From an optimization exercise on the open Yosys and OpenROAD flow, aimed at small area and a short achievable clock period; shortcuts taken in it are not production practice.
In this exercise RTL edits were held to simulation tests only and were not proved equivalent to the original.
In runs 6 to 9 the design's own scripts or RTL, not TritonCTS, make the clock network.
The flow treats the clock pin as an ideal source. Dropping or thinning the clock tree relies on that and would not hold on a real chip.
No activity file was given, so power comes from the tool's default toggle rates.

`design/flow/design.v`:
```
module timer #(
    parameter FREQUENCY_VALUE = 50_000_000 
) (
    input logic clk,
    input logic reset_n,
    input   logic   [1:0]   avmms_address,
    input   logic           avmms_write,
    input   logic   [31:0]  avmms_writedata,
    input   logic   [3:0]   avmms_byteenable,
    input   logic           avmms_read,
    output  logic   [31:0]  avmms_readdata,
    output  logic           coe_interrupt
);
logic [63:0] counter_reg;
logic [63:0] counter;
logic complete, busy, start, stop;
logic load;      
wire wr0 = avmms_write && (avmms_address == 2'h0);
wire wr1 = avmms_write && (avmms_address == 2'h1);
wire wr2 = avmms_write && (avmms_address == 2'h2);
wire start_d = wr0 && (avmms_byteenable[0] ? avmms_writedata[0] : start);
wire stop_d  = wr0 && (avmms_byteenable[0] ? avmms_writedata[1] : stop);
always_ff @ (posedge clk or negedge reset_n)
    if (!reset_n) begin
        start <= 1'b0;
        stop  <= 1'b0;
        load  <= 1'b0;
    end else begin
        start <= start_d;
        stop  <= stop_d;
        load  <= start_d && !zr_pre[NS];
    end
genvar b;
generate
    for (b = 0; b < 4; b = b + 1) begin : g_r
        always_ff @ (posedge clk or negedge reset_n)
            if (!reset_n) counter_reg[8*b +: 8] <= 8'h0;
            else if (wr1 && avmms_byteenable[b]) counter_reg[8*b +: 8] <= avmms_writedata[8*b +: 8];
        always_ff @ (posedge clk or negedge reset_n)
            if (!reset_n) counter_reg[32+8*b +: 8] <= 8'h0;
            else if (wr2 && avmms_byteenable[b]) counter_reg[32+8*b +: 8] <= avmms_writedata[8*b +: 8];
    end
endgenerate
always_ff @ (posedge clk)
    case (avmms_address)
        2'h0: avmms_readdata <= {28'h0, complete, busy, stop, start};
        2'h1: avmms_readdata <= counter_reg[31:0];
        2'h2: avmms_readdata <= counter_reg[63:32];
        default: avmms_readdata <= 32'h0;
    endcase
localparam NS = 8;
logic [NS-1:1] en, z;
wire [NS-1:0] zero_r;      
wire [NS:1]   zr_pre;      
wire [NS:1]   zc_pre;      
wire seg0_one = (counter[7:0] == 8'h1);
assign zc_pre[1] = 1'b1;
assign zr_pre[1] = zero_r[0];
genvar j;
generate
    for (j = 0; j < NS; j = j + 1) begin : g_seg
        assign zero_r[j] = ~|counter_reg[8*j +: 8];
        if (j == 0) begin : g_lo
            always_ff @ (posedge clk)
                if (load) counter[7:0] <= counter_reg[7:0];
                else      counter[7:0] <= counter[7:0] - 8'h1;
        end else begin : g_hi
            assign zc_pre[j+1] = &z[j:1];
            assign zr_pre[j+1] = &zero_r[j:0];
            always_ff @ (posedge clk)
                if (load)       counter[8*j +: 8] <= counter_reg[8*j +: 8];
                else if (en[j]) counter[8*j +: 8] <= counter[8*j +: 8] - 8'h1;
            always_ff @ (posedge clk)
                if (load) begin
                    en[j] <= zr_pre[j];
                    z[j]  <= zero_r[j];
                end else begin
                    en[j] <= seg0_one && zc_pre[j];
                    if (en[j]) z[j] <= (counter[8*j +: 8] == 8'h1);
                end
        end
    end
endgenerate
wire one = seg0_one && zc_pre[NS];
always_ff @ (posedge clk or negedge reset_n)
    if (!reset_n) complete <= 1'b0;
    else complete <= (busy && one) || (complete && !wr0);
always_ff @ (posedge clk or negedge reset_n)
    if (!reset_n) busy <= 1'b0;
    else busy <= load || (busy && !stop && !one);
assign coe_interrupt = complete;
endmodule
```
`design/flow/constraint.sdc`:
```
create_clock -name core_clock -period 3.0 [get_ports {clk}]
set_input_delay 0.6000 -clock core_clock [delete_from_list [all_inputs] [get_ports {clk}]]
set_output_delay 0.6000 -clock core_clock [all_outputs]
set_load 0.01 [all_outputs]
```
`design/flow/run.sh`:
```
#!/bin/bash
# synth_recipe.tcl (not shown) runs the flow's synth.tcl, then flattens the netlist and writes it again
# the make line also repeats each setting of config.mk as NAME=value (left out here)
make -C /OpenROAD-flow-scripts/flow DESIGN_CONFIG=/design/flow/config.mk WORK_HOME=/design/flow/orfs CLKGATE_MAP_FILE= SYNTH_SCRIPT=/design/flow/synth_recipe.tcl finish
```
`design/flow/config.mk`:
```
export PLATFORM = sky130hd
export DESIGN_NAME = timer
export DESIGN_NICKNAME = timer
export VERILOG_FILES = /design/flow/design.v
export SDC_FILE = /design/flow/constraint.sdc
export NUM_CORES = 4
export LEC_CHECK = 0
export ABC_CLOCK_PERIOD_IN_PS = 2000
export CAP_MARGIN = 20
export CORE_MARGIN = 2
export CORE_UTILIZATION = 65
export CTS_BUF_LIST = sky130_fd_sc_hd__clkbuf_4 sky130_fd_sc_hd__clkbuf_8
export SETUP_SLACK_MARGIN = 1.7
export SLEW_MARGIN = 20
```
==> results of run 1 <==
## cells by family after synthesis
logic type / Yosys count
xor+xnor: 48
mux: 78
buf+inv: 50
simple gates: 206
flops: 179
compound gates: 103
fa+ha+maj: 16
## power by group through the flow
stage | Sequential [uW] | Combinational [uW] | Clock, uW
2_1_floorplan | 3170 | 494 | 0
3_5_place_dp | 3260 | 809 | 0
3_3_place_gp | 3240 | 782 | 0
4_1_cts | 3270 | 957 | 1670
## metrics by stage
step | instance area (um^2) | total power [uW] | setup slack [ns] | std cells | hold slack, ns
2_1_floorplan | 8210 | 3670 | 1.42 | 680 | 0.304
4_1_cts | 11000 | 5900 | 1.38 | 1008 | 0.144
3_5_place_dp | 9050 | 4070 | 0.454 | 883 | 0.498
3_3_place_gp | 9050 | 4020 | 0.523 | 883 | 0.509
## cell usage after synthesis, types with 4 or more instances
| cell type | instances |
|---|---|
| xor2_1 | 18 |
| mux2i_1 | 12 |
| nand2_1 | 89 |
| buf_2 | 8 |
| nand3_2 | 8 |
| dfxtp_1 | 47 |
| inv_1 | 23 |
| mux2_2 | 66 |
| xnor2_1 | 30 |
| nand2b_1 | 4 |
| ha_1 | 16 |
| dfrtp_1 | 69 |
| or2_2 | 7 |
| nand3_1 | 12 |
| o21ai_0 | 66 |
| a22o_1 | 31 |
| nor3_1 | 13 |
| nor4b_1 | 6 |
| nor4_2 | 4 |
| nand4_1 | 4 |
| nor4_1 | 22 |
| nor2_1 | 25 |
| edfxtp_1 | 63 |
| clkbuf_1 | 18 |
## worst max path at each step
stage / end / cells past startpoint / from / slack (ns)
3_3_place_gp: counter_reg[53] / 5 / avmms_address[1] / 0.52
4_1_cts: counter[15] / 4 / counter[12] / 1.38
3_5_place_dp: counter_reg[42] / 5 / avmms_address[1] / 0.45
2_1_floorplan: counter_reg[0] / 5 / avmms_address[0] / 1.42
## timing repair
action                     CTS
setup endpoints to repair  272
gates cloned                17
pin swaps                   56
resized for setup          353
hold endpoints to repair     0
buffers inserted            76
==> flow_summary.yaml, run 1 <==
status:
  outcome: "did not finish"
  haltStage: "global routing"
  tool.error: "[ERROR DPL-0038] Utilization greater than 100%, impossible to legalize"
synthesis:
  syn_inst: 680
  synth_top_family_by_area: "simple AND/OR/NAND/NOR gates"
  synth_top_area_cell: "edfxtp_1"
  synth.area.top_cells: "edfxtp_1, dfrtp_1, dfxtp_1"
  synth.distinct_cells: 39
  muxShareOfSynthArea: 0.108
  synth-compound-area-share: 0.0822
  synth_top_area_frac: 0.238
  synth_adder_area_share: 0.0251
  syn_nets: 738
  synth_edf_count: 63
  yosysSeqAreaShare: 0.572
  syn_avg_cell_area_um2: 11.7
  syn_area_mm2: 0.00797
  synth-xor-area-share: 0.0528
  async_flop_share: 0.385
  ys_seq_elements: 179
  yosys_warnings: 1
  synth-simple-area-share: 0.134
  yosys_most_used_dff: "dfrtp_1"
clock_network:
  cts.sinks: 179
  ctsRootBufferMaster: "clkbuf_8"
  htreeDepth: 4
  clock_path_buffers: 2
  hold_buffers: 0
  cts_buffers: 17
place:
  io_buffers: 73
  gp_congestion: 0.843
  dp_hpwl_mm: 12.0
floorplan:
  rows: 40
  ioPinCount: 75
  floorplan.initialDensity: 0.663
  die_w_um: 115
  die_y_um: 115
global_route:
  grt_max_degree: 45
timing:
  worst_endpoint: "en[5]$_DFF_P_/D"
  endpoint_type: "sequential cell input"
==> run 2, diff against run 1 <==
--- a/design/flow/design.v
+++ b/design/flow/design.v
@@ -56,31 +56,32 @@
 wire seg0_one = (counter[7:0] == 8'h1);
 assign zc_pre[1] = 1'b1;
 assign zr_pre[1] = zero_r[0];
-genvar j;
+wire [63:0] bmask;
+genvar j, i;
 generate
     for (j = 0; j < NS; j = j + 1) begin : g_seg
         assign zero_r[j] = ~|counter_reg[8*j +: 8];
-        if (j == 0) begin : g_lo
-            always_ff @ (posedge clk)
-                if (load) counter[7:0] <= counter_reg[7:0];
-                else      counter[7:0] <= counter[7:0] - 8'h1;
-        end else begin : g_hi
+        assign bmask[8*j] = (j == 0) ? 1'b1 : en[j];
+        for (i = 1; i < 8; i = i + 1) begin : g_bit
+            assign bmask[8*j+i] = bmask[8*j] & ~|counter[8*j +: i];
+        end
+        if (j > 0) begin : g_hi
             assign zc_pre[j+1] = &z[j:1];
             assign zr_pre[j+1] = &zero_r[j:0];
-            always_ff @ (posedge clk)
-                if (load)       counter[8*j +: 8] <= counter_reg[8*j +: 8];
-                else if (en[j]) counter[8*j +: 8] <= counter[8*j +: 8] - 8'h1;
             always_ff @ (posedge clk)
                 if (load) begin
                     en[j] <= zr_pre[j];
                     z[j]  <= zero_r[j];
                 end else begin
                     en[j] <= seg0_one && zc_pre[j];
-                    if (en[j]) z[j] <= (counter[8*j +: 8] == 8'h1);
+                    z[j]  <= en[j] ? (counter[8*j +: 8] == 8'h1) : z[j];
                 end
         end
     end
 endgenerate
+always_ff @ (posedge clk)
+    if (load) counter <= counter_reg;
+    else      counter <= counter ^ bmask;
 wire one = seg0_one && zc_pre[NS];
 always_ff @ (posedge clk or negedge reset_n)
     if (!reset_n) complete <= 1'b0;
--- a/design/flow/config.mk
+++ b/design/flow/config.mk
@@ -8,7 +8,7 @@
 export ABC_CLOCK_PERIOD_IN_PS = 2000
 export CAP_MARGIN = 20
 export CORE_MARGIN = 2
-export CORE_UTILIZATION = 65
+export CORE_UTILIZATION = 55
 export CTS_BUF_LIST = sky130_fd_sc_hd__clkbuf_4 sky130_fd_sc_hd__clkbuf_8
-export SETUP_SLACK_MARGIN = 1.7
+export SETUP_SLACK_MARGIN = 1.4
 export SLEW_MARGIN = 20
==> run 2 against run 1 <==
  * Now clean on timing, DRC and antenna
  * Area after synthesis is 5.9% lower
  * Synthesized cell count fell by 1.2%
==> flow_summary.yaml, run 2 <==
timing:
  slew_headroom: 0.514
  fin_ws_ns: 1.41
  finalSetupViolations: 0
  rsz0062_at_grt: "yes"
  holdWs_ns: 0.187
  fin_setup_tns_ns: 0
  worst_pin_slew_ns: 0.729
  period_needed_ns: 1.59
  skew_ns: 0.0110
  fin_crit_sh: 0.531
  final_hold_viol_count: 0
  maxSlewViolCount: 0
  max_freq_ghz: 0.628
clock_network:
  cts.clk_slew.worst_paths_ns: 0.09
  clock_path_buffers: 2
  cts_tree: "done"
  ctsRootBufferMaster: "clkbuf_8"
  hold_buffers: 0
  cts.sinks: 179
  clkLatencyLatePin_ns: 0.46
  htreeDepth: 4
  cts_buffers: 17
floorplan:
  die_y_um: 121
  floorplan.initialDensity: 0.564
  die_w_um: 121
  ioPinCount: 75
  rows: 42
  dieArea_mm2: 0.0146
  coreArea_mm2: 0.0133
global_route:
  grt_remaining_overflow: 0
  grt_pass1_wl_mm: 27.1
  grtUsageTotal: 0.241
  antenna_found_initial: 0
  grt_max_degree: 53
  grt_pass1_vias: 5317
place:
  gp_congestion: 0.812
  io_buffers: 73
  place_inst: 894
  dp_hpwl_mm: 11.0
  dp_slack_ns: 0.444
synthesis:
  syn_inst: 672
  yosys_most_used_dff: "dfxtp_1"
  synth.distinct_cells: 50
  syn_avg_cell_area_um2: 11.1
  async_flop_share: 0.385
  synth_commonest_cells: "dfxtp_1, dfrtp_1, mux2_2, nand2_1"
  yosysSeqAreaShare: 0.534
  syn_area_mm2: 0.00749
  synth_top_area_cell: "dfxtp_1"
  yosys_warnings: 1
  syn_nets: 725
  synth_top_area_frac: 0.275
  synth_most_common_cell: "dfxtp_1"
  ys_seq_elements: 179
  synth_edf_count: 7
  synth.area.top_cells: "dfxtp_1, dfrtp_1, mux2_2"
pwr:
  power.density_mw_per_mm2: 725
  p_leak_uw: 0.00364
  ir_drop_v: 0.000447
worst_setup_path:
  path_buf_inv: 1
  path_delay_family: "flip-flops"
  crit_path_end_kind: "output port"
  cp_cell_sequence: "buf_2"
  max_stage_delay_ns: 0.39
  worstSetupStartpointType: "register"
  path_class: "register to output port"
  worstPathRequired_ns: 2.40
  cp.arrival_ns: 0.99
  crit_slowest_cell: "dfrtp_1"
  worst-path-max-fanout: 2
final_layout:
  layout-drive-gt1-share: 0.304
  final_nets: 802
  antenna_cells: 0
  final_common_cell: "dfxtp_1"
  largest_reg_flops: 128
  syn_to_final_growth_pct: 21.4
  final_cell_mix: "dfxtp_1, nand2_1, dfrtp_1, mux2_2, clkdlybuf4s50_1"
  final_core_utilization: 0.684
  fin_cells: 938
routing:
  first_pass_iters: 4
  wl_mm: 16.7
  ant_nets: 0
  post_drt_wl_per_cell_um: 17.8
  detail_route.iter0.violations: 278
  routed-via-count: 5299
  vias_per_cell: 5.65
  post-route-drc-count: 0
job:
  drv_cap: 0
status:
  outcome: "no timing/DRC/antenna violations"
min_path:
  min_path_type: "input pin to asynchronous set/reset pin"
## run 2: changes by cell type after synthesis, moves of 8 or more
cell      change
a21o_1        +8
a21oi_1      +13
dfxtp_1      +56
edfxtp_1     -56
nand2_1      -24
nand3_2       -8
nor3_2       +10
o21a_1        +8
o21ai_0      -36
o21ai_1      +20
xor2_1       -10
## run 2: what timing repair did
action                                  in CTS  in global routing
buffers inserted                             3                  8
pin swaps                                    0                 15
gates resized for setup                    158                 30
gates cloned                                 1                  0
endpoints found under the setup margin     147                 63
## run 2: worst reg2reg max path, delay by kind of cell, from the launching register on
| kind | cells | cell delay, ns |
|---|---|---|
| flops | 1 | 0.32 |
| simple gates | 2 | 0.85 |
| buf+inv | 1 | 0.15 |
| compound gates | 1 | 0.14 |
## run 2: kinds of logic after synthesis
group | count (synthesis) | share of synthesized area
xor gates and xnor gates | 34 | 0.0397
AOI/OAI and AO/OA | 137 | 0.124
and+or+nand+nor | 186 | 0.145
DFF | 179 | 0.534
muxes | 71 | 0.106
adders and majority gates | 11 | 0.0184
buffers and inverters | 54 | 0.0334
## run 2: worst paths after layout
kind	slack, ns	cells after the start	end	startpoint
max	1.41	1	coe_interrupt	complete
min	0.19	1	counter_reg[1]	reset_n
max reg2reg	1.42	4	busy	counter[4]
min reg2reg	0.54	1	counter[50]	counter_reg[50]
max in group asynchronous	2.11	2	counter_reg[17]	reset_n
min in group core_clock	0.47	2	avmms_readdata[3]	avmms_address[1]
## run 2: layer usage
metal	global-route usage	vias up	part of all wire
li1	-	2566	-
met1	0.319	2605	0.45
met2	0.389	104	0.49
met3	0.0481	24	0.043
met4	0.0930	0	0.020
met5	0	-	0
## run 2: metrics by stage
| step | area [um^2] | power [uW] |
|---|---|---|
| final | 9100 | 6600 |
| after detailed placement | 8460 | 4810 |
| after CTS | 8920 | 6550 |
| after floorplan | 7630 | 4300 |
| after global routing | 9100 | 6960 |
| after global placement | 8460 | 4730 |
## run 2: power breakdown
part / leakage, uW / internal, uW / total [uW] / switching [uW]
Sequential: 0.00175 / 2990 / 3610 / 624
Combinational: 0.00168 / 710 / 1250 / 538
Clock: 0.000203 / 888 / 1740 / 852
Total: 0.00364 / 4580 / 6600 / 2010
## run 2: area by class of cell
class                   count  area (um^2)
multi-input cells         439         3570
fillers                  1011         4200
clock buffers              20          275
clock inverters            12          155
repair buffers             92          788
well taps                 176          220
flip-flops and latches    179         4020
inverters                  20         76.3
==> run 3, diff against run 2 <==
==> design/flow/flow/run.sh (new file) <==
#!/bin/bash
# Standard layout, with plain buf_1 cells as the port buffers instead of the
# delay cell buffer_ports picks by default. Full output goes to standard.log.
export BUFFER_PORTS_ARGS="-buffer_cell sky130_fd_sc_hd__buf_1"
bash standard.sh > standard.log 2>&1
==> design/flow/standard.sh (new file) <==
#!/bin/bash
# synth_recipe.tcl (not shown) runs the flow's synth.tcl, then flattens the netlist and writes it again
# the make line also repeats each setting of config.mk as NAME=value (left out here)
make -C /OpenROAD-flow-scripts/flow DESIGN_CONFIG=/design/flow/config.mk WORK_HOME=/design/flow/orfs CLKGATE_MAP_FILE= SYNTH_SCRIPT=/design/flow/synth_recipe.tcl "${@:-finish}"
removed: design/flow/run.sh
==> run 3 against run 2 <==
  * Still clean on timing, DRC and antenna
  * Clock power shrank 6%
  * Non-clock buffer count up 4
  * Critical path depth unchanged
  * Final cell count is 0.43% higher
  * Sequential cell count unchanged
  * Sequential power about the same
  * Hold slack improved by 0.20 ns
  * Maximum frequency fell by 0.35%
  * Count of clock-buffer cells in the layout shrank 1
  * Die area unchanged
  * Worst setup slack worse by 0.0056 ns
  * Largest cell class unchanged
  * Highest routed layer unchanged
==> flow_summary.yaml, run 3 <==
status:
  outcome: "no timing/DRC/antenna violations"
floorplan:
  dieArea_mm2: 0.0146
  die_y_um: 121
  ioPinCount: 75
  coreArea_mm2: 0.0133
  floorplan.initialDensity: 0.564
  die_w_um: 121
  rows: 42
synthesis:
  yosys_most_used_dff: "dfxtp_1"
  synth_top_area_frac: 0.275
  synth.area.top_cells: "dfxtp_1, dfrtp_1, mux2_2"
  async_flop_share: 0.385
  syn_area_mm2: 0.00749
  ys_seq_elements: 179
  synth_edf_count: 7
  syn_nets: 725
  synth_commonest_cells: "dfxtp_1, dfrtp_1, mux2_2, nand2_1"
  synth_top_area_cell: "dfxtp_1"
  yosysSeqAreaShare: 0.534
  synth_most_common_cell: "dfxtp_1"
  synth.distinct_cells: 50
  syn_avg_cell_area_um2: 11.1
  yosys_warnings: 1
  syn_inst: 672
place:
  placed_cell_area_mm2: 0.00803
  dp_slack_ns: 0.704
  dp_hpwl_mm: 11.1
  gp_congestion: 0.824
  io_buffers: 73
worst_setup_path:
  cp.arrival_ns: 1.00
  path_class: "register to output port"
  crit_slowest_cell: "dfrtp_1"
  cp_cell_sequence: "buf_2"
  path_delay_family: "flip-flops"
  reg2reg_slack_ns: 1.40
  crit_path_end_kind: "output port"
  worstSetupStartpointType: "register"
  worst-path-max-fanout: 2
  path_buf_inv: 1
  max_stage_delay_ns: 0.39
  worstPathRequired_ns: 2.40
timing:
  finalSetupViolations: 0
  maxSlewViolCount: 0
  fin_setup_tns_ns: 0
  fin_crit_sh: 0.533
  skew_ns: 0.00805
  fin_ws_ns: 1.40
  rsz0062_at_grt: "yes"
  period_needed_ns: 1.60
  slew_headroom: 0.733
  worst_pin_slew_ns: 0.401
  final_hold_viol_count: 0
  max_freq_ghz: 0.626
job:
  drv_cap: 0
final_layout:
  final_common_cell: "dfxtp_1"
  syn_to_final_growth_pct: 16.8
  largest_reg_flops: 128
  antenna_cells: 0
  final_cell_mix: "dfxtp_1, buf_1, dfrtp_1, nand2_1, mux2_2"
  design_area_mm2: 0.00875
  layout-drive-gt1-share: 0.265
  final_nets: 806
  fill_cells: 1072
global_route:
  grtUsageTotal: 0.235
  grtUsageMet2: 0.372
  grt_remaining_overflow: 0
  grt_pass1_vias: 5271
  antenna_found_initial: 0
  grt_max_degree: 55
  grt_pass1_wl_mm: 26.6
  gr-usage-met3: 0.0524
  met1_usage: 0.314
  busiest_layer: "met2"
routing:
  vias_per_cell: 5.60
  routed-via-count: 5271
  ant_nets: 0
  wl_mm: 16.2
  detail_route.iter0.violations: 186
  post-route-drc-count: 0
  post_drt_wl_per_cell_um: 17.2
  first_pass_iters: 4
pwr:
  p_leak_uw: 0.00342
  p_int_uw: 4410
  p_switching_uw: 2000
  swShare: 0.312
  ir_drop_v: 0.000499
  p_clk_frac: 0.254
  power.density_mw_per_mm2: 732
  combPwrFrac: 0.184
  seq_power_share: 0.562
clock_network:
  cts_tree: "done"
  clkLatencyLatePin_ns: 0.46
  cts.sinks: 179
  clock_path_buffers: 2
  htreeDepth: 4
  ctsRootBufferMaster: "clkbuf_8"
  cts_buffers: 17
  cts.clk_slew.worst_paths_ns: 0.09
min_path:
  min_path_type: "input pin to register"
## run 3: changes by cell type in the layout (fill, tap and decap cells not counted), sizes merged, moves of 2 or more
cell           previous run  this run
inv                      19        21
clkdlybuf4s50            37         0
buf                      52        91
clkinv                    5         7
clkbuf                   21        23
clkinvlp                  5         3
## run 3: layer usage
layer | wire, um | share of wire
met1 | 7510 | 0.46
met2 | 7890 | 0.49
met3 | 522 | 0.032
met4 | 283 | 0.017
met5 | 0 | 0
## run 3: stage by stage
step | hold slack [ns] | util | cells | total power, uW
final | 0.390 | 0.658 | 942 | 6410
after global routing | 0.373 | 0.658 | 942 | 6780
after CTS | 0.356 | 0.646 | 936 | 6380
after detailed placement | 0.408 | 0.604 | 897 | 4700
after global placement | 0.405 | 0.604 | 897 | 4630
after floorplan | 0.304 | - | 672 | 4300
## run 3: area by class of cell
| cell class | instances | area [um^2] | area share |
|---|---|---|---|
| Sequential cell | 179 | 4010 | 0.459 |
| Multi-Input combinational cell | 439 | 3540 | 0.405 |
| Timing Repair Buffer | 96 | 509 | 0.0582 |
| Clock buffer | 19 | 255 | 0.0292 |
| Tap cell | 176 | 220 | 0.0252 |
| Clock inverter | 13 | 134 | 0.0153 |
| Inverter | 20 | 78.8 | 0.00901 |
## run 3: worst paths after layout
| path | cells past startpoint | from | to |
|---|---|---|---|
| max in group asynchronous | 3 | reset_n | counter_reg[1] |
| setup / recovery | 1 | complete | coe_interrupt |
| hold / removal | 2 | avmms_writedata[22] | counter_reg[54] |
| hold reg to reg | 1 | counter_reg[50] | counter[50] |
| setup reg to reg | 4 | counter[5] | counter[7] |
| min in group asynchronous | 2 | reset_n | counter_reg[3] |
## run 3: kinds of logic (layout without fill, tap and decap cells)
kind of cell	after synthesis	count (layout)	share of synthesized area
XOR/XNOR	34	34	0.0397
buffers and inverters	54	148	0.0334
adder cells (fa/ha/maj)	11	11	0.0184
flip-flops	179	179	0.534
multiplexers	71	71	0.106
AND/OR/NAND/NOR	186	186	0.145
AO/OA/AOI/OAI	137	137	0.124
## run 3: repair_timing
item,4_1_cts,5_1_grt
pin swaps,0,9
hold endpoints to repair,1,0
hold buffers,1,0
endpoints found under the setup margin,76,30
setup buffers,6,6
resized for setup,17,29
## run 3: power by group through the flow
stage | registers (uW) | clock network [uW] | logic, uW
finish | 3600 | 1630 | 1180
global route | 3680 | 1770 | 1330
CTS | 3560 | 1660 | 1150
detailed placement | 3590 | 0 | 1120
global placement | 3560 | 0 | 1070
floorplan | 3450 | 0 | 844
==> run 4, diff against run 3 <==
--- a/design/flow/config.mk
+++ b/design/flow/config.mk
@@ -9,6 +9,8 @@
 export CAP_MARGIN = 20
 export CORE_MARGIN = 2
 export CORE_UTILIZATION = 55
-export CTS_BUF_LIST = sky130_fd_sc_hd__clkbuf_4 sky130_fd_sc_hd__clkbuf_8
+export CTS_BUF_LIST = sky130_fd_sc_hd__clkbuf_16
+export CTS_CLUSTER_DIAMETER = 200
+export CTS_CLUSTER_SIZE = 50
 export SETUP_SLACK_MARGIN = 1.4
 export SLEW_MARGIN = 20
==> run 4 against run 3 <==
  * Final area rose by 1.9%
  * Non-clock buffer count fell by 2
  * Global-route usage rose by 0.23 points
  * Sequential share of layout area fell by 0.90 points
  * Largest power group unchanged
  * Clock skew fell by 0.0017 ns
  * Worst setup slack improved by 0.0093 ns
  * Critical endpoint is now counter[7]
  * Core utilization rose by 1.3 points
  * Still clean on timing, DRC and antenna
  * Routed wire length rose by 0.14%
  * Largest cell class unchanged
  * Critical path type is now register to register
  * Die area did not move
==> flow_summary.yaml, run 4 <==
status:
  outcome: "no timing/DRC/antenna violations"
final_layout:
  final_cell_mix: "dfxtp_1, buf_1, dfrtp_1, nand2_1, mux2_2"
  largest_reg_flops: 128
  final_common_cell: "dfxtp_1"
  design_area_mm2: 0.00892
  fin_cells: 940
  layout-drive-gt1-share: 0.257
  final_nets: 804
  antenna_cells: 0
  syn_to_final_growth_pct: 19.0
place:
  placed_cell_area_mm2: 0.00803
  dp_slack_ns: 0.704
  place_inst: 897
  io_buffers: 73
  gp_congestion: 0.824
  dp_hpwl_mm: 11.1
worst_setup_path:
  cp_cell_sequence: "or4_4 -> or3_4 -> xor2_2 -> o21ai_2"
  path_delay_family: "simple AND/OR/NAND/NOR gates"
  max_stage_delay_ns: 0.55
  crit_slowest_cell: "or4_4"
  path_buf_inv: 0
  worstPathRequired_ns: 3.36
  worstSetupStartpointType: "register"
  cp.arrival_ns: 1.95
  crit_path_end_kind: "register"
  path_class: "register to register"
  worst-path-max-fanout: 3
synthesis:
  yosys_most_used_dff: "dfxtp_1"
  yosysSeqAreaShare: 0.534
  synth.distinct_cells: 50
  yosys_warnings: 1
  synth_most_common_cell: "dfxtp_1"
  synth_top_area_frac: 0.275
  syn_nets: 725
  syn_avg_cell_area_um2: 11.1
  synth.area.top_cells: "dfxtp_1, dfrtp_1, mux2_2"
  synth_top_area_cell: "dfxtp_1"
  async_flop_share: 0.385
  syn_area_mm2: 0.00749
  ys_seq_elements: 179
  syn_inst: 672
  synth_edf_count: 7
  synth_commonest_cells: "dfxtp_1, dfrtp_1, mux2_2, nand2_1"
timing:
  worst_pin_slew_ns: 0.397
  fin_crit_sh: 0.530
  fin_setup_tns_ns: 0
  maxSlewViolCount: 0
  rsz0062_at_grt: "yes"
  period_needed_ns: 1.59
  finalSetupViolations: 0
  max_freq_ghz: 0.629
  skew_ns: 0.00638
  slew_headroom: 0.735
  final_hold_viol_count: 0
  fin_ws_ns: 1.41
floorplan:
  ioPinCount: 75
  coreArea_mm2: 0.0133
  die_w_um: 121
  die_y_um: 121
  rows: 42
  floorplan.initialDensity: 0.564
  dieArea_mm2: 0.0146
clock_network:
  clock_path_buffers: 2
  cts.clk_slew.worst_paths_ns: 0.06
  cts_tree: "done"
  ctsRootBufferMaster: "clkbuf_16"
  clkLatencyLatePin_ns: 0.43
  htreeDepth: 4
  cts_buffers: 17
  cts.sinks: 179
min_path:
  min_path_type: "input pin to register"
global_route:
  grt_pass1_vias: 5308
  grt_max_degree: 55
  grt_pass1_wl_mm: 26.8
  antenna_found_initial: 0
  grtUsageTotal: 0.237
  grt_remaining_overflow: 0
pwr:
  p_clk_frac: 0.306
  power.density_mw_per_mm2: 772
  seq_power_share: 0.523
  swShare: 0.300
  p_leak_uw: 0.00349
  p_switching_uw: 2070
  combPwrFrac: 0.171
  ir_drop_v: 0.000614
  p_int_uw: 4820
routing:
  detail_route.iter0.violations: 251
  post_drt_wl_per_cell_um: 17.3
  first_pass_iters: 5
  wl_mm: 16.2
  ant_nets: 0
  post-route-drc-count: 0
  routed-via-count: 5278
  vias_per_cell: 5.61
job:
  drv_cap: 0
-- run 4: power groups by stage --
stage	combinational [uW]	clock, uW	sequential [uW]
2_1_floorplan	844	0	3450
3_3_place_gp	1070	0	3560
3_5_place_dp	1120	0	3590
4_1_cts	1160	2140	3570
5_1_grt	1330	2250	3680
6_report	1180	2100	3600
-- run 4: logic make-up (layout without fill, tap and decap cells) --
logic type,Yosys count,after routing,synth area share
muxes,71,71,0.106
and+or+nand+nor,186,186,0.145
buffers and inverters,54,146,0.0334
AOI/OAI and AO/OA,137,137,0.124
DFF,179,179,0.534
adders and majority gates,11,11,0.0184
xor gates and xnor gates,34,34,0.0397
-- run 4: path summary, 6_finish.rpt --
kind	depth (start not counted)	slack, ns	endpoint	start
max in group asynchronous	3	1.90	counter_reg[1]	reset_n
min in group asynchronous	2	0.50	counter_reg[3]	reset_n
worst max-delay path	4	1.41	counter[7]	counter[5]
worst min-delay path	2	0.43	counter_reg[45]	avmms_writedata[13]
worst max register to register	4	1.41	counter[7]	counter[5]
worst min register to register	1	0.54	counter[50]	counter_reg[50]
-- run 4: layer usage --
metal	vias up	share of wire	GRT usage	wire (um)
met3	25	0.036	0.0472	588
li1	2565	-	-	-
met4	0	0.020	0.0908	324
met1	2585	0.46	0.316	7420
met5	-	0	0	0
met2	103	0.49	0.382	7890
-- run 4: stage by stage --
step                hold WS, ns  power [uW]  utilization
finish                    0.428        6880        0.671
global route              0.433        7260        0.671
CTS                       0.418        6870        0.659
detailed placement        0.408        4700        0.604
global placement          0.405        4630        0.604
floorplan                 0.304        4300            -
-- run 4: layout make-up --
type                    instances  area, um^2
inverters                      20        78.8
flip-flops and latches        179        4010
clock buffers                  18         450
repair buffers                 94         490
clock inverters                14         111
fillers                      1040        4380
multi-input cells             439        3560
well taps                     176         220
-- run 4: what timing repair did --
item	in CTS	in global routing
resized for setup	15	28
pin swaps	1	5
buffers inserted	6	4
hold endpoints to repair	1	0
hold buffers	1	0
setup endpoints to repair	90	29
==> run 5, diff against run 4 <==
--- a/design/flow/config.mk
+++ b/design/flow/config.mk
@@ -9,8 +9,8 @@
 export CAP_MARGIN = 20
 export CORE_MARGIN = 2
 export CORE_UTILIZATION = 55
-export CTS_BUF_LIST = sky130_fd_sc_hd__clkbuf_16
-export CTS_CLUSTER_DIAMETER = 200
-export CTS_CLUSTER_SIZE = 50
+export CTS_BUF_LIST = sky130_fd_sc_hd__clkbuf_8 sky130_fd_sc_hd__clkbuf_16
+export CTS_CLUSTER_DIAMETER = 100
+export CTS_CLUSTER_SIZE = 30
 export SETUP_SLACK_MARGIN = 1.4
 export SLEW_MARGIN = 20
==> run 5 against run 4 <==
  * Hold slack gained 0.0014 ns
  * Critical path type unchanged
  * Global-route usage hardly changed
  * Sequential cell count unchanged
==> flow_summary.yaml, run 5 <==
status:
  outcome: "no timing/DRC/antenna violations"
clock_network:
  ctsRootBufferMaster: "clkbuf_16"
  clkLatencyLatePin_ns: 0.43
  cts.clk_slew.worst_paths_ns: 0.06
  cts_tree: "done"
  htreeDepth: 4
  cts_buffers: 17
  clock_path_buffers: 2
  cts.sinks: 179
synthesis:
  synth.distinct_cells: 50
  async_flop_share: 0.385
  yosys_most_used_dff: "dfxtp_1"
  syn_area_mm2: 0.00749
  synth_commonest_cells: "dfxtp_1, dfrtp_1, mux2_2, nand2_1"
  ys_seq_elements: 179
  syn_avg_cell_area_um2: 11.1
  syn_inst: 672
  synth_top_area_cell: "dfxtp_1"
  synth_edf_count: 7
  syn_nets: 725
  synth_top_area_frac: 0.275
  synth.area.top_cells: "dfxtp_1, dfrtp_1, mux2_2"
  synth_most_common_cell: "dfxtp_1"
  yosysSeqAreaShare: 0.534
  yosys_warnings: 1
worst_setup_path:
  cp.depth: 4
  cp.arrival_ns: 1.94
  worstPathRequired_ns: 3.35
  worstSetupStartpointType: "register"
  cp_cell_sequence: "or4_4 -> or3_4 -> xor2_2 -> o21ai_2"
  rr_worst_depth: 4
  path_buf_inv: 0
  path_class: "register to register"
  max_stage_delay_ns: 0.55
  reg2reg_to: "counter[7]"
  reg2reg_slack_ns: 1.42
  path_delay_family: "simple AND/OR/NAND/NOR gates"
  r2r_start: "counter[5]"
  crit_path_end_kind: "register"
  worst-path-max-fanout: 3
  crit_slowest_cell: "or4_4"
pwr:
  power.density_mw_per_mm2: 773
  ir_drop_v: 0.000615
  p_leak_uw: 0.00349
  power_uw: 6900
global_route:
  met1_usage: 0.316
  antenna_found_initial: 0
  grtUsageMet2: 0.383
  gr-usage-met3: 0.0472
  busiest_layer: "met2"
  grt_remaining_overflow: 0
  grt_max_degree: 55
  grt_pass1_wl_mm: 26.8
  grt_pass1_vias: 5311
  grtUsageTotal: 0.237
timing:
  finalSetupViolations: 0
  skew_ns: 0.00581
  rsz0062_at_grt: "yes"
  fin_setup_tns_ns: 0
  period_needed_ns: 1.58
  final_hold_viol_count: 0
  maxSlewViolCount: 0
  worst_pin_slew_ns: 0.393
  slew_headroom: 0.738
  fin_crit_sh: 0.528
  holdWs_ns: 0.429
  max_freq_ghz: 0.631
  fin_ws_ns: 1.42
floorplan:
  dieArea_mm2: 0.0146
  coreArea_mm2: 0.0133
  rows: 42
  floorplan.initialDensity: 0.564
  ioPinCount: 75
  die_y_um: 121
  die_w_um: 121
final_layout:
  multiInputGateArea_mm2: 0.00356
  antenna_cells: 0
  largest_reg_flops: 128
  syn_to_final_growth_pct: 19.2
  final_cell_mix: "dfxtp_1, buf_1, dfrtp_1, nand2_1, mux2_2"
  layout-drive-gt1-share: 0.258
  final_common_cell: "dfxtp_1"
  final_nets: 804
  ff_latch_area_mm2: 0.00401
  fill_cells: 1040
  fin_cells: 940
min_path:
  whs_endpoint: "counter_reg[45]"
  hold_start: "avmms_writedata[13]"
  min_path_type: "input pin to register"
  min_path_cells: 2
routing:
  post-route-drc-count: 0
  wl_mm: 16.2
  vias_per_cell: 5.60
  first_pass_iters: 4
  detail_route.iter0.violations: 256
  ant_nets: 0
  routed-via-count: 5260
  post_drt_wl_per_cell_um: 17.3
place:
  place_inst: 897
  dp_hpwl_mm: 11.1
  dp_slack_ns: 0.704
  io_buffers: 73
  gp_congestion: 0.824
job:
  drv_cap: 0
run 5: cell counts after synthesis:
Identical to the previous run, type by type.
run 5: how the worst max path moves through the flow:
stage                                 from        endpoint  slack, ns
after global routing           counter[56]     counter[62]       1.34
after global placement    avmms_address[0]  counter_reg[2]       0.75
after detailed placement  avmms_address[0]  counter_reg[1]       0.70
after floorplan           avmms_address[0]  counter_reg[0]       1.39
final                           counter[5]      counter[7]       1.42
after CTS                             load            z[5]       1.33
run 5: final cells by class:
class,count,area share
repair buffers,94,0.0549
multi-input cells,439,0.398
inverters,20,0.00883
well taps,176,0.0247
clock inverters,13,0.0121
flip-flops and latches,179,0.449
clock buffers,19,0.0520
run 5: cell families after synthesis:
kind of cell	synth area share
multiplexers	0.106
AO/OA/AOI/OAI	0.124
flip-flops	0.534
AND/OR/NAND/NOR	0.145
adder cells (fa/ha/maj)	0.0184
XOR/XNOR	0.0397
buffers and inverters	0.0334
run 5: power breakdown:
| group | switching [uW] | internal [uW] | total [uW] |
|---|---|---|---|
| logic | 531 | 646 | 1180 |
| clock network | 917 | 1210 | 2130 |
| registers | 614 | 2990 | 3600 |
run 5: repair_timing:
item | in CTS | in global routing
setup buffers | 6 | 4
hold buffers | 1 | 0
setup endpoints to repair | 90 | 29
pin swaps | 1 | 5
endpoints found under the hold margin | 1 | 0
cloned | 0 | 0
gates resized for setup | 15 | 28
run 5: routing by layer:
metal | share of wire | vias to the layer above | wire [um]
met5 | 0 | - | 0
met4 | 0.021 | 0 | 345
met3 | 0.040 | 28 | 655
met2 | 0.49 | 109 | 7880
met1 | 0.45 | 2558 | 7350
li1 | - | 2565 | -
run 5: stage by stage:
step                      utilization  cell area (um^2)
after floorplan                     -              7630
after global placement          0.604              8030
after detailed placement        0.604              8030
after CTS                       0.660              8770
after global routing            0.672              8930
final                           0.672              8930
==> run 6, diff against run 5 <==
--- a/design/flow/design.v
+++ b/design/flow/design.v
@@ -49,7 +49,8 @@
         default: avmms_readdata <= 32'h0;
     endcase
 localparam NS = 8;
-logic [NS-1:1] en, z;
+logic [NS-1:1] en;
+wire  [NS-1:1] z;          
 wire [NS-1:0] zero_r;      
 wire [NS:1]   zr_pre;      
 wire [NS:1]   zc_pre;      
@@ -66,15 +67,14 @@
             assign bmask[8*j+i] = bmask[8*j] & ~|counter[8*j +: i];
         end
         if (j > 0) begin : g_hi
+            assign z[j] = ~|counter[8*j +: 8];
             assign zc_pre[j+1] = &z[j:1];
             assign zr_pre[j+1] = &zero_r[j:0];
             always_ff @ (posedge clk)
                 if (load) begin
                     en[j] <= zr_pre[j];
-                    z[j]  <= zero_r[j];
                 end else begin
                     en[j] <= seg0_one && zc_pre[j];
-                    z[j]  <= en[j] ? (counter[8*j +: 8] == 8'h1) : z[j];
                 end
         end
     end
==> design/flow/flow/run.sh (replaced) <==
#!/bin/bash
# Standard layout with two changes: plain buf_1 cells as the port buffers, and
# a two-level clock tree (flow/cts_hook.tcl) in place of TritonCTS: the clock
# port drives four clkbuf_8 cells, each driving two clkbuf_16 leaves.
# Full output of the flow goes to standard.log.
export BUFFER_PORTS_ARGS="-buffer_cell sky130_fd_sc_hd__buf_1"
export PRE_CTS_TCL="$PWD/flow/cts_hook.tcl"
bash standard.sh > standard.log 2>&1
==> design/flow/flow/cts_hook.tcl (new file) <==
# Replaces TritonCTS with a two-level clock tree. The registers are split by
# recursive bisection into 8 groups of nearby sinks, each driven by a
# clkbuf_16 leaf. The clock port drives four clkbuf_8 cells, each driving the
# leaves of two neighbouring groups.
proc cts_split {sinks idx} {
  set s [lsort -integer -index $idx $sinks]
  set k [expr {[llength $s] / 2}]
  return [list [lrange $s 0 [expr {$k - 1}]] [lrange $s $k end]]
}

proc cts_center {sinks} {
  set ax 0
  set ay 0
  foreach s $sinks {
    set ax [expr {$ax + [lindex $s 1]}]
    set ay [expr {$ay + [lindex $s 2]}]
  }
  set n [llength $sinks]
  return [list [expr {$ax / $n}] [expr {$ay / $n}]]
}

proc cts_buffer {block master name x y in_net out_name} {
  set inst [odb::dbInst_create $block $master $name]
  $inst setLocation $x $y
  $inst setPlacementStatus PLACED
  set net [odb::dbNet_create $block $out_name]
  $net setSigType CLOCK
  [$inst findITerm A] connect $in_net
  [$inst findITerm X] connect $net
  return $net
}

proc clock_tree_synthesis {args} {
  set block [ord::get_db_block]
  set db [ord::get_db]
  set clk [$block findNet clk]
  set leaf_master [$db findMaster sky130_fd_sc_hd__clkbuf_16]
  set mid_master [$db findMaster sky130_fd_sc_hd__clkbuf_8]
  set sinks {}
  foreach it [$clk getITerms] {
    set box [[$it getInst] getBBox]
    set x [expr {([$box xMin] + [$box xMax]) / 2}]
    set y [expr {([$box yMin] + [$box yMax]) / 2}]
    lappend sinks [list $it $x $y]
  }
  set quads {}
  foreach half [cts_split $sinks 1] {
    foreach q [cts_split $half 2] {
      lappend quads $q
    }
  }
  set i 0
  foreach q $quads {
    lassign [cts_center $q] qx qy
    set mid_net [cts_buffer $block $mid_master clkbuf_m$i $qx $qy $clk clknet_m$i]
    set j 0
    foreach g [cts_split $q 1] {
      lassign [cts_center $g] gx gy
      set leaf_net [cts_buffer $block $leaf_master clkbuf_l${i}_$j $gx $gy $mid_net clknet_l${i}_$j]
      foreach s $g {
        set it [lindex $s 0]
        $it disconnect
        $it connect $leaf_net
      }
      puts "clock leaf clkbuf_l${i}_$j at $gx $gy drives [llength $g] sinks"
      incr j
    }
    incr i
  }
  $clk setSigType CLOCK
  set_propagated_clock [all_clocks]
}
--- a/design/flow/config.mk
+++ b/design/flow/config.mk
@@ -9,8 +9,5 @@
 export CAP_MARGIN = 20
 export CORE_MARGIN = 2
 export CORE_UTILIZATION = 55
-export CTS_BUF_LIST = sky130_fd_sc_hd__clkbuf_8 sky130_fd_sc_hd__clkbuf_16
-export CTS_CLUSTER_DIAMETER = 100
-export CTS_CLUSTER_SIZE = 30
-export SETUP_SLACK_MARGIN = 1.4
+export SETUP_SLACK_MARGIN = 1.6
 export SLEW_MARGIN = 20
==> run 6 against run 5 <==
  * Clock skew rose by 0.0068 ns
  * Largest cell class unchanged
  * Die area fell by 7.1%
  * Combinational power rose by 8%
  * Power fell by 13%
  * Synthesized cell count fell by 5.5%
  * Area after synthesis fell by 7.3%
  * Final cell count fell by 3.2%
  * First-iteration DRC count fell by 4.7%
  * Global-route usage rose by 0.30 points
  * Largest power group unchanged
  * Worst setup slack got worse by 0.39 ns
  * Register-to-register slack got worse by 0.39 ns
  * Final area fell by 3.6%
==> flow_summary.yaml, run 6 <==
status:
  outcome: "no timing/DRC/antenna violations"
final_layout:
  final_nets: 793
  layout-drive-gt1-share: 0.280
  syn_to_final_growth_pct: 24.0
  antenna_cells: 0
  final_cell_mix: "dfxtp_1, nand2_1, dfrtp_1, buf_1, o21ai_0"
  fill_cells: 989
  final_common_cell: "dfxtp_1"
  multiInputGateArea_mm2: 0.00352
  largest_reg_flops: 128
  ff_latch_area_mm2: 0.00381
synthesis:
  synth-simple-area-share: 0.129
  async_flop_share: 0.401
  syn_area_mm2: 0.00694
  muxShareOfSynthArea: 0.124
  synth-compound-area-share: 0.103
  yosys_most_used_dff: "dfxtp_1"
  ys_seq_elements: 172
  yosys_warnings: 1
  synth.distinct_cells: 42
  syn_inst: 635
  synth_edf_count: 0
  synth_top_family_by_area: "simple AND/OR/NAND/NOR gates"
  synth-xor-area-share: 0.0542
  synth_top_area_cell: "dfxtp_1"
  synth.area.top_cells: "dfxtp_1, dfrtp_1, mux2_2"
  syn_avg_cell_area_um2: 10.9
  synth_top_area_frac: 0.297
  syn_nets: 688
  synth_commonest_cells: "dfxtp_1, nand2_1, dfrtp_1"
  synth_most_common_cell: "dfxtp_1"
  synth_adder_area_share: 0.0198
  yosysSeqAreaShare: 0.546
timing:
  fin_setup_tns_ns: 0
  fin_crit_sh: 0.658
  period_needed_ns: 1.97
  worst_pin_slew_ns: 0.431
  finalSetupViolations: 0
  skew_ns: 0.0126
  maxSlewViolCount: 0
  final_hold_viol_count: 0
  rsz0062_at_grt: "yes"
  slew_headroom: 0.713
  max_freq_ghz: 0.507
worst_setup_path:
  max_stage_delay_ns: 0.37
  crit_path_end_kind: "register"
  worstSetupStartpointType: "register"
  crit_path_frequent_cell: "or3_4"
  reg2reg_slack_ns: 1.03
  worstPathRequired_ns: 3.20
  path_delay_family: "simple AND/OR/NAND/NOR gates"
  path_class: "register to register"
  r2r_start: "counter[1]"
  crit_slowest_cell: "or3_4"
  path_buf_inv: 1
  cp.arrival_ns: 2.17
  cp_cell_sequence: "inv_2 -> ha_4 -> nor3b_4 -> nand4_2 -> or3_4 -> or3_4 -> o32ai_2"
  rr_worst_depth: 7
  reg2reg_to: "en[7]"
  worst-path-max-fanout: 3
routing:
  routed-via-count: 5095
  first_pass_iters: 4
  detail_route.iter0.violations: 244
  vias_per_cell: 5.60
  post_drt_wl_per_cell_um: 17.8
  post-route-drc-count: 0
  wl_mm: 16.2
  ant_nets: 0
global_route:
  grt_max_degree: 35
  grt_remaining_overflow: 0
  grt_pass1_wl_mm: 26.0
  antenna_found_initial: 0
  grtUsageTotal: 0.240
  grt_pass1_vias: 5136
floorplan:
  floorplan.initialDensity: 0.557
  coreArea_mm2: 0.0125
  die_y_um: 116
  dieArea_mm2: 0.0135
  die_w_um: 116
  rows: 41
  ioPinCount: 75
place:
  dp_hpwl_mm: 10.9
  io_buffers: 73
  gp_congestion: 0.848
min_path:
  min_path_type: "input pin to asynchronous set/reset pin"
clock_network:
  clkLatencyLatePin_ns: 0.29
  cts.clk_slew.worst_paths_ns: 0.09
pwr:
  power.density_mw_per_mm2: 699
  p_leak_uw: 0.00347
  ir_drop_v: 0.000540
  power_uw: 6020
job:
  drv_cap: 0
run 6: changes by cell type after synthesis, moves of 9 or more:
cell     delta
o21ai_0    +32
o21ai_1    -22
xor2_1     +13
nor3_2      -9
run 6: report_power, final:
part           switching (uW)  total (uW)  internal [uW]  leakage, uW
Combinational             558        1270            716      0.00166
Sequential                600        3470           2870      0.00169
Clock                     671        1270            601     0.000127
run 6: routing by layer:
metal | part of all wire | GRT usage | wire length, um | vias up
li1 | - | - | - | 2460
met1 | 0.44 | 0.327 | 7150 | 2523
met2 | 0.51 | 0.436 | 8170 | 97
met3 | 0.039 | 0.0156 | 631 | 15
met4 | 0.013 | 0.0294 | 205 | 0
met5 | 0 | 0 | 0 | -
run 6: layout make-up:
class | count | area share
inverters | 18 | 0.00785
multi-input cells | 420 | 0.409
flip-flops and latches | 172 | 0.442
plain buffers | 12 | 0.0297
repair buffers | 116 | 0.0860
well taps | 172 | 0.0250
run 6: what timing repair did:
item | in CTS | in global routing
hold buffers | 0 | 0
pin swaps | 13 | 6
setup endpoints to repair | 143 | 76
buffers inserted | 23 | 9
cloned | 1 | 0
gates resized for setup | 55 | 38
run 6: worst max path at each step:
stage,from,to,slack (ns),cells after the start
2_1_floorplan,counter[1],en[7],1.30,7
3_3_place_gp,avmms_address[0],counter_reg[28],0.80,4
3_5_place_dp,avmms_address[0],counter_reg[21],0.75,4
4_1_cts,counter[1],en[7],1.04,7
5_1_grt,counter[1],en[7],0.96,7
6_report,counter[1],en[7],1.03,7
run 6: metrics by stage:
step / hold WS, ns / setup slack [ns] / std cells / util / area (um^2)
3_5_place_dp: 0.487 / 0.751 / 865 / 0.615 / 7660
2_1_floorplan: 0.304 / 1.30 / 635 / - / 7250
4_1_cts: 0.174 / 1.04 / 901 / 0.675 / 8410
3_3_place_gp: 0.485 / 0.797 / 865 / 0.615 / 7660
5_1_grt: 0.168 / 0.956 / 910 / 0.691 / 8610
6_report: 0.170 / 1.03 / 910 / 0.691 / 8610
run 6: cell families (layout without fill, tap and decap cells):
kind of cell | count (synthesis) | count (layout)
compound gates | 112 | 112
fa+ha+maj | 11 | 11
simple gates | 176 | 176
buf+inv | 43 | 146
mux | 78 | 78
xor+xnor | 43 | 43
flops | 172 | 172
==> run 7, diff against run 6 <==
--- a/design/flow/config.mk
+++ b/design/flow/config.mk
@@ -5,6 +5,7 @@
 export SDC_FILE = /design/flow/constraint.sdc
 export NUM_CORES = 4
 export LEC_CHECK = 0
+export ABC_AREA = 1
 export ABC_CLOCK_PERIOD_IN_PS = 2000
 export CAP_MARGIN = 20
 export CORE_MARGIN = 2
==> run 7 against run 6 <==
  * Routed wire length increased by 9.0%
  * Highest routed layer unchanged
  * Core utilization down 6.0 points
  * Maximum frequency rose by 37%
  * Critical path depth decreased by 6
==> flow_summary.yaml, run 7 <==
final_layout:
  fill_cells: 1286
  largest_reg_flops: 128
  design_area_mm2: 0.00865
  final_common_cell: "nand2_1"
  antenna_cells: 0
  layout-drive-gt1-share: 0.178
  final_cell_mix: "nand2_1, inv_1, dfxtp_1, nor2_1, dfrtp_1"
  syn_to_final_growth_pct: 13.4
  ff_latch_area_mm2: 0.00379
  final_nets: 1048
  multiInputGateArea_mm2: 0.00340
synthesis:
  synth_edf_count: 0
  yosys_most_used_dff: "dfxtp_1"
  synth_top_family_by_area: "simple AND/OR/NAND/NOR gates"
  synth-xor-area-share: 0.0138
  synth_commonest_cells: "nand2_1, inv_1, nor2_1"
  synth-compound-area-share: 0.154
  muxShareOfSynthArea: 0
  synth-simple-area-share: 0.227
  synth_top_area_frac: 0.271
  async_flop_share: 0.401
  syn_inst: 920
  syn_avg_cell_area_um2: 8.29
  synth_most_common_cell: "nand2_1"
  synth_adder_area_share: 0.0181
  synth.distinct_cells: 33
  synth.area.top_cells: "dfxtp_1, dfrtp_1, nand2_1"
  yosysSeqAreaShare: 0.497
  synth_top_area_cell: "dfxtp_1"
  syn_nets: 973
  syn_area_mm2: 0.00762
  yosys_warnings: 1
  ys_seq_elements: 172
timing:
  period_needed_ns: 1.44
  holdWs_ns: 0.107
  rsz0062_at_grt: "yes"
  finalSetupViolations: 0
  skew_ns: 0.0135
  fin_crit_sh: 0.480
  worst_pin_slew_ns: 0.498
  final_hold_viol_count: 0
  fin_ws_ns: 1.56
  maxSlewViolCount: 0
  fin_setup_tns_ns: 0
  max_freq_ghz: 0.695
  slew_headroom: 0.668
worst_setup_path:
  path_class: "register to output port"
  path_delay_family: "flip-flops"
  worstSetupStartpointType: "register"
  cp_cell_sequence: "clkbuf_2"
  path_buf_inv: 1
  crit_path_end_kind: "output port"
  max_stage_delay_ns: 0.41
  worst-path-max-fanout: 2
  crit_slowest_cell: "dfrtp_1"
  cp.arrival_ns: 0.84
  worstPathRequired_ns: 2.40
pwr:
  p_leak_uw: 0.00396
  p_int_uw: 3920
  swShare: 0.317
  p_switching_uw: 1820
  seq_power_share: 0.558
  combPwrFrac: 0.217
  ir_drop_v: 0.000520
  power.density_mw_per_mm2: 663
  power_uw: 5730
  p_clk_frac: 0.225
job:
  drv_cap: 0
place:
  placed_cell_area_mm2: 0.00800
  dp_hpwl_mm: 12.2
  gp_congestion: 0.851
  io_buffers: 73
  dp_slack_ns: 0.643
floorplan:
  floorplan.initialDensity: 0.556
  coreArea_mm2: 0.0137
  die_y_um: 122
  ioPinCount: 75
  rows: 43
  die_w_um: 122
  dieArea_mm2: 0.0148
global_route:
  grt_pass1_vias: 5964
  grt_max_degree: 55
  grt_remaining_overflow: 0
  antenna_found_initial: 0
  grt_pass1_wl_mm: 28.6
  grtUsageTotal: 0.237
min_path:
  min_path_type: "input pin to asynchronous set/reset pin"
routing:
  wl_mm: 17.6
  post_drt_wl_per_cell_um: 15.0
  first_pass_iters: 5
  detail_route.iter0.violations: 402
  vias_per_cell: 5.23
  ant_nets: 0
  post-route-drc-count: 0
  routed-via-count: 6139
clock_network:
  cts.clk_slew.worst_paths_ns: 0.09
  clkLatencyLatePin_ns: 0.29
status:
  outcome: "no timing/DRC/antenna violations"
-- run 7: changes by cell type in the layout (fill, tap and decap cells not counted), sizes merged, moves of 29 or more --
cell   previous run  this run
a31oi             0        29
inv              18       127
mux2             65         0
nand2            71       216
nand3            16        51
nor2             26       111
o21ai            62       116
-- run 7: cells by family (layout without fill, tap and decap cells) --
family | after synthesis | after routing
simple gates | 397 | 398
compound gates | 172 | 172
buf+inv | 156 | 228
fa+ha+maj | 11 | 11
flops | 172 | 172
xor+xnor | 12 | 12
-- run 7: through the flow --
step,std cells,util
2_1_floorplan,920,-
3_3_place_gp,1149,0.583
3_5_place_dp,1149,0.583
4_1_cts,1170,0.616
5_1_grt,1173,0.630
6_report,1173,0.630
-- run 7: final timing paths --
kind	from	endpoint	slack [ns]	cells after the start
setup / recovery	complete	coe_interrupt	1.56	1
hold / removal	reset_n	counter_reg[37]	0.11	1
setup reg to reg	counter_reg[15]	en[7]	1.66	7
hold reg to reg	counter[54]	counter[54]	0.48	2
max in group asynchronous	reset_n	counter_reg[15]	2.21	2
min in group core_clock	counter[54]	counter[54]	0.48	2
-- run 7: area by class of cell --
type,instances,share of cell area
timing repair buffer,89,0.0556
sequential,172,0.438
inverter,127,0.0577
buffer,12,0.0295
tap,180,0.0260
multi-input combinational,593,0.393
-- run 7: power by group through the flow --
stage / Clock (uW) / Sequential [uW] / Combinational, uW
after floorplan: 0 / 3140 / 884
after global placement: 0 / 3200 / 1110
after detailed placement: 0 / 3220 / 1160
after CTS: 1300 / 3180 / 1200
after global routing: 1390 / 3260 / 1440
final: 1290 / 3200 / 1250
-- run 7: routing by layer --
layer | track usage | wire length, um | vias to the layer above
li1 | - | - | 3106
met1 | 0.322 | 7920 | 2891
met2 | 0.425 | 8820 | 121
met3 | 0.0169 | 634 | 21
met4 | 0.0345 | 237 | 0
met5 | 0 | 0 | -
-- run 7: what timing repair did --
item                                    in CTS  in global routing
gates cloned                                 1                  0
hold buffers                                 0                  0
endpoints found under the setup margin     128                 89
pin swaps                                    3                  4
resized for setup                           27                 60
buffers inserted                             8                  3
==> run 8, diff against run 7 <==
--- a/design/flow/config.mk
+++ b/design/flow/config.mk
@@ -10,5 +10,5 @@
 export CAP_MARGIN = 20
 export CORE_MARGIN = 2
 export CORE_UTILIZATION = 55
-export SETUP_SLACK_MARGIN = 1.6
+export SETUP_SLACK_MARGIN = 1.7
 export SLEW_MARGIN = 20
==> run 8 against run 7 <==
  * Still clean on timing, DRC and antenna
  * Global-route usage rose by 0.67 points
  * Worst setup slack lost 0.0026 ns
  * Sequential share of layout area fell by 2.9 points
  * Final area increased by 7.9%
  * Final cell count grew 3.0%
  * Sequential power rose by 1%
  * Clock power about the same
  * Maximum frequency shrank 0.18%
  * Core utilization up 5.0 points
  * Power rose by 5.6%
  * Synthesized cell count unchanged
  * Largest power group unchanged
==> flow_summary.yaml, run 8 <==
status:
  outcome: "no timing/DRC/antenna violations"
timing:
  worst_pin_slew_ns: 0.452
  fin_setup_tns_ns: 0
  finalSetupViolations: 0
  fin_crit_sh: 0.481
  maxSlewViolCount: 0
  max_freq_ghz: 0.694
  period_needed_ns: 1.44
  final_hold_viol_count: 0
  slew_headroom: 0.699
  skew_ns: 0.0121
  fin_ws_ns: 1.56
  rsz0062_at_grt: "yes"
synthesis:
  synth.area.top_cells: "dfxtp_1, dfrtp_1, nand2_1"
  syn_inst: 920
  synth_commonest_cells: "nand2_1, inv_1, nor2_1"
  ys_seq_elements: 172
  synth_top_area_frac: 0.271
  yosysSeqAreaShare: 0.497
  synth.distinct_cells: 33
  synth_top_area_cell: "dfxtp_1"
  synth_edf_count: 0
  synth_most_common_cell: "nand2_1"
  yosys_warnings: 1
  syn_nets: 973
  syn_avg_cell_area_um2: 8.29
  yosys_most_used_dff: "dfxtp_1"
  async_flop_share: 0.401
  syn_area_mm2: 0.00762
routing:
  ant_nets: 0
  detail_route.iter0.violations: 385
  post-route-drc-count: 0
  post_drt_wl_per_cell_um: 15.4
  wl_mm: 18.6
  vias_per_cell: 5.23
  routed-via-count: 6320
  first_pass_iters: 5
worst_setup_path:
  max_stage_delay_ns: 0.41
  reg2reg_slack_ns: 1.72
  crit_slowest_cell: "dfrtp_1"
  path_class: "register to output port"
  worst-path-max-fanout: 2
  path_delay_family: "flip-flops"
  path_buf_inv: 1
  worstPathRequired_ns: 2.40
  cp.arrival_ns: 0.84
  worstSetupStartpointType: "register"
  crit_path_end_kind: "output port"
  cp_cell_sequence: "clkbuf_2"
final_layout:
  final_cell_mix: "nand2_1, inv_1, dfxtp_1, dfrtp_1, o21ai_2"
  syn_to_final_growth_pct: 22.4
  layout-drive-gt1-share: 0.298
  design_area_mm2: 0.00933
  largest_reg_flops: 128
  final_nets: 1083
  final_common_cell: "nand2_1"
  antenna_cells: 0
  fin_cells: 1208
global_route:
  grtUsageMet2: 0.435
  grt_remaining_overflow: 0
  gr-usage-met3: 0.0220
  busiest_layer: "met2"
  antenna_found_initial: 0
  grt_max_degree: 55
  grt_pass1_vias: 6122
  grt_pass1_wl_mm: 29.3
  met1_usage: 0.330
  grtUsageTotal: 0.243
place:
  dp_hpwl_mm: 12.2
  gp_congestion: 0.851
  placed_cell_area_mm2: 0.00800
  io_buffers: 73
  dp_slack_ns: 0.643
  place_inst: 1149
pwr:
  power.density_mw_per_mm2: 649
  p_leak_uw: 0.00428
  ir_drop_v: 0.000530
floorplan:
  rows: 43
  die_w_um: 122
  die_y_um: 122
  floorplan.initialDensity: 0.556
  coreArea_mm2: 0.0137
  dieArea_mm2: 0.0148
  ioPinCount: 75
clock_network:
  hold_buffers: 0
  clkLatencyLatePin_ns: 0.29
  cts.clk_slew.worst_paths_ns: 0.09
min_path:
  min_path_type: "input pin to asynchronous set/reset pin"
job:
  drv_cap: 0
-- run 8: repair_timing --
item | 4_1_cts | 5_1_grt
pin swaps | 11 | 30
gates cloned | 2 | 1
gates resized for setup | 103 | 124
setup endpoints to repair | 166 | 132
buffers inserted | 20 | 24
-- run 8: path summary, 6_finish.rpt --
check	depth (start not counted)	start	end
setup / recovery	1	complete	coe_interrupt
hold / removal	1	reset_n	counter_reg[39]
setup reg to reg	7	counter[16]	counter[19]
hold reg to reg	2	counter[54]	counter[54]
max in group asynchronous	2	reset_n	counter_reg[15]
min in group core_clock	2	counter[54]	counter[54]
-- run 8: cell type report --
cell class,count,area (um^2)
repair buffers,122,853
plain buffers,12,255
well taps,180,225
multi-input cells,595,3670
fillers,1178,4390
inverters,127,507
flip-flops and latches,172,3820
-- run 8: power breakdown --
part / switching [uW] / total [uW] / internal [uW] / leakage, uW
combinational: 846 / 1530 / 683 / 0.00243
sequential: 426 / 3240 / 2820 / 0.00173
clock: 682 / 1280 / 602 / 0.000127
-- run 8: layer usage --
layer,share of wire,wire (um)
met1,0.45,8360
met2,0.50,9280
met3,0.037,686
met4,0.013,247
met5,0,0
-- run 8: cell families (layout without fill, tap and decap cells) --
| kind of cell | Yosys count | in the layout | share of synthesized area |
|---|---|---|---|
| simple gates | 397 | 400 | 0.227 |
| compound gates | 172 | 172 | 0.154 |
| fa+ha+maj | 11 | 11 | 0.0181 |
| xor+xnor | 12 | 12 | 0.0138 |
| buf+inv | 156 | 261 | 0.0901 |
| flops | 172 | 172 | 0.497 |
-- run 8: stage by stage --
step / utilization / total power, uW / hold WS (ns)
3_5_place_dp: 0.583 / 4380 / 0.424
4_1_cts: 0.636 / 5810 / 0.107
5_1_grt: 0.680 / 6420 / 0.107
3_3_place_gp: 0.583 / 4310 / 0.418
6_report: 0.680 / 6050 / 0.105
2_1_floorplan: - / 4020 / 0.304
==> run 9, diff against run 8 <==
--- a/design/flow/design.v
+++ b/design/flow/design.v
@@ -49,8 +49,7 @@
         default: avmms_readdata <= 32'h0;
     endcase
 localparam NS = 8;
-logic [NS-1:1] en;
-wire  [NS-1:1] z;          
+logic [NS-1:1] en, z;
 wire [NS-1:0] zero_r;      
 wire [NS:1]   zr_pre;      
 wire [NS:1]   zc_pre;      
@@ -67,14 +66,15 @@
             assign bmask[8*j+i] = bmask[8*j] & ~|counter[8*j +: i];
         end
         if (j > 0) begin : g_hi
-            assign z[j] = ~|counter[8*j +: 8];
             assign zc_pre[j+1] = &z[j:1];
             assign zr_pre[j+1] = &zero_r[j:0];
             always_ff @ (posedge clk)
                 if (load) begin
                     en[j] <= zr_pre[j];
+                    z[j]  <= zero_r[j];
                 end else begin
                     en[j] <= seg0_one && zc_pre[j];
+                    z[j]  <= en[j] ? (counter[8*j +: 8] == 8'h1) : z[j];
                 end
         end
     end
==> design/flow/config.mk (replaced) <==
export PLATFORM = sky130hd
export DESIGN_NAME = timer
export DESIGN_NICKNAME = timer
export VERILOG_FILES = /design/flow/design.v
export SDC_FILE = /design/flow/constraint.sdc
export NUM_CORES = 4
export LEC_CHECK = 0
export ABC_CLOCK_PERIOD_IN_PS = 2000
export CAP_MARGIN = 20
export CORE_MARGIN = 2
export CORE_UTILIZATION = 55
export SETUP_SLACK_MARGIN = 1.6
export SLEW_MARGIN = 20
==> run 9 against run 8 <==
  * Clock skew shrank 0.0043 ns
  * Sequential cell count increased by 7
  * Core utilization rose by 2.6 points
  * Worst setup slack lost 0.12 ns
  * Final area increased by 0.63%
  * Register-to-register slack got worse by 0.28 ns
  * Power up 6.3%
  * Maximum frequency fell by 7.6%
  * Die area decreased by 1.7%
  * Area after synthesis fell by 1.7%
  * First-iteration DRC count down 9.4%
  * Combinational power is 4% lower
  * Critical path type is now register to register
  * Highest routed layer unchanged
==> flow_summary.yaml, run 9 <==
status:
  outcome: "no timing/DRC/antenna violations"
min_path:
  min_path_type: "input pin to asynchronous set/reset pin"
synthesis:
  synth_top_area_frac: 0.275
  syn_inst: 672
  synth_most_common_cell: "dfxtp_1"
  syn_nets: 725
  synth_edf_count: 7
  synth_commonest_cells: "dfxtp_1, dfrtp_1, mux2_2, nand2_1"
  async_flop_share: 0.385
  yosys_most_used_dff: "dfxtp_1"
  synth.distinct_cells: 50
  yosys_warnings: 1
  syn_area_mm2: 0.00749
  synth_top_area_cell: "dfxtp_1"
  synth.area.top_cells: "dfxtp_1, dfrtp_1, mux2_2"
  yosysSeqAreaShare: 0.534
  syn_avg_cell_area_um2: 11.1
  ys_seq_elements: 179
timing:
  skew_ns: 0.00779
  maxSlewViolCount: 0
  rsz0062_at_grt: "yes"
  fin_setup_tns_ns: 0
  final_hold_viol_count: 0
  max_freq_ghz: 0.641
  fin_ws_ns: 1.44
  slew_headroom: 0.556
  fin_crit_sh: 0.520
  finalSetupViolations: 0
  worst_pin_slew_ns: 0.666
  period_needed_ns: 1.56
clock_network:
  clkLatencyLatePin_ns: 0.30
  hold_buffers: 0
  cts.clk_slew.worst_paths_ns: 0.09
place:
  dp_hpwl_mm: 11.0
  gp_congestion: 0.834
  dp_slack_ns: 0.815
  io_buffers: 73
floorplan:
  ioPinCount: 75
  rows: 42
  die_y_um: 121
  floorplan.initialDensity: 0.564
  dieArea_mm2: 0.0146
  die_w_um: 121
  coreArea_mm2: 0.0133
final_layout:
  final_nets: 836
  final_common_cell: "dfxtp_1"
  largest_reg_flops: 128
  final_cell_mix: "dfxtp_1, nand2_1, buf_1, dfrtp_1, buf_4"
  antenna_cells: 0
  syn_to_final_growth_pct: 25.3
  ff_latch_area_mm2: 0.00406
  layout-drive-gt1-share: 0.359
  multiInputGateArea_mm2: 0.00389
  fill_cells: 989
worst_setup_path:
  worst-path-max-fanout: 4
  crit_path_end_kind: "register"
  worstPathRequired_ns: 3.23
  worstSetupStartpointType: "register"
  reg2reg_slack_ns: 1.44
  cp.arrival_ns: 1.79
  path_class: "register to register"
global_route:
  grt_pass1_wl_mm: 28.5
  grt_max_degree: 50
  grt_remaining_overflow: 0
  antenna_found_initial: 0
  grtUsageTotal: 0.241
  grt_pass1_vias: 5377
routing:
  detail_route.iter0.violations: 349
  vias_per_cell: 5.73
  post_drt_wl_per_cell_um: 18.4
  ant_nets: 0
  first_pass_iters: 6
  wl_mm: 17.6
  routed-via-count: 5483
  post-route-drc-count: 0
pwr:
  power.density_mw_per_mm2: 685
  p_int_uw: 4440
  p_clk_frac: 0.201
  p_switching_uw: 1990
  seq_power_share: 0.571
  p_leak_uw: 0.00375
  swShare: 0.309
  combPwrFrac: 0.228
  ir_drop_v: 0.000547
job:
  drv_cap: 0
## run 9: layout make-up
type,count,area share
sequential,179,0.432
tap,176,0.0235
multi-input combinational,439,0.414
inverter,20,0.00813
buffer,12,0.0272
timing repair buffer,131,0.0955
## run 9: cell families (layout without fill, tap and decap cells)
group | count (synthesis) | count (layout) | synth area share
simple gates | 186 | 186 | 0.145
flops | 179 | 179 | 0.534
compound gates | 137 | 137 | 0.124
mux | 71 | 71 | 0.106
buf+inv | 54 | 163 | 0.0334
xor+xnor | 34 | 34 | 0.0397
fa+ha+maj | 11 | 11 | 0.0184
## run 9: critical path, cell delays in order (launching register included)
cell and delay, ns:
dfxtp_2 0.33, or4_4 0.54, or3_4 0.37, xor2_2 0.16, o21ai_2 0.10
## run 9: final timing paths
path | from | cells past startpoint | end
worst max-delay path | counter[2] | 4 | counter[7]
worst min-delay path | reset_n | 1 | counter_reg[36]
worst max register to register | counter[2] | 4 | counter[7]
worst min register to register | counter_reg[42] | 1 | counter[42]
max in group asynchronous | reset_n | 2 | load
min in group core_clock | counter_reg[42] | 1 | counter[42]
## run 9: per-stage QoR
stage          instance area, um^2   util  std cells  hold WS, ns  power, uW
2_1_floorplan                 7760      -        672        0.304       4360
3_3_place_gp                  8140  0.612        895        0.510       4690
3_5_place_dp                  8140  0.612        895        0.519       4770
4_1_cts                       9010  0.678        937        0.353       6300
5_1_grt                       9390  0.706        957        0.380       6780
6_report                      9390  0.706        957        0.335       6440
## run 9: power groups by stage
stage	clock network, uW	registers [uW]	logic (uW)
after CTS	1330	3630	1350
after global routing	1410	3750	1620
after global placement	0	3590	1100
after detailed placement	0	3620	1150
final	1300	3670	1470
after floorplan	0	3480	884
## run 9: timing repair
item	in CTS	in global routing
cloned	2	0
gates resized for setup	86	62
setup buffers	28	20
endpoints found under the hold margin	0	0
pin swaps	22	33
setup endpoints to repair	145	106
## run 9: metal layers
layer,part of all wire,routed length (um),up-vias,GRT usage
met5,0,0,-,0
met4,0.019,335,0,0.0400
met3,0.043,752,21,0.0255
met2,0.49,8590,107,0.404
met1,0.45,7970,2737,0.347
li1,-,-,2618,-

Setup slack of run 9, layout unchanged: 1.439 ns with ideal ports, 1.439 ns with driving cells assumed (clock clkbuf_16, inputs buf_2), 1.285 ns with port delays also shifted by the 0.365 ns mid clock arrival.
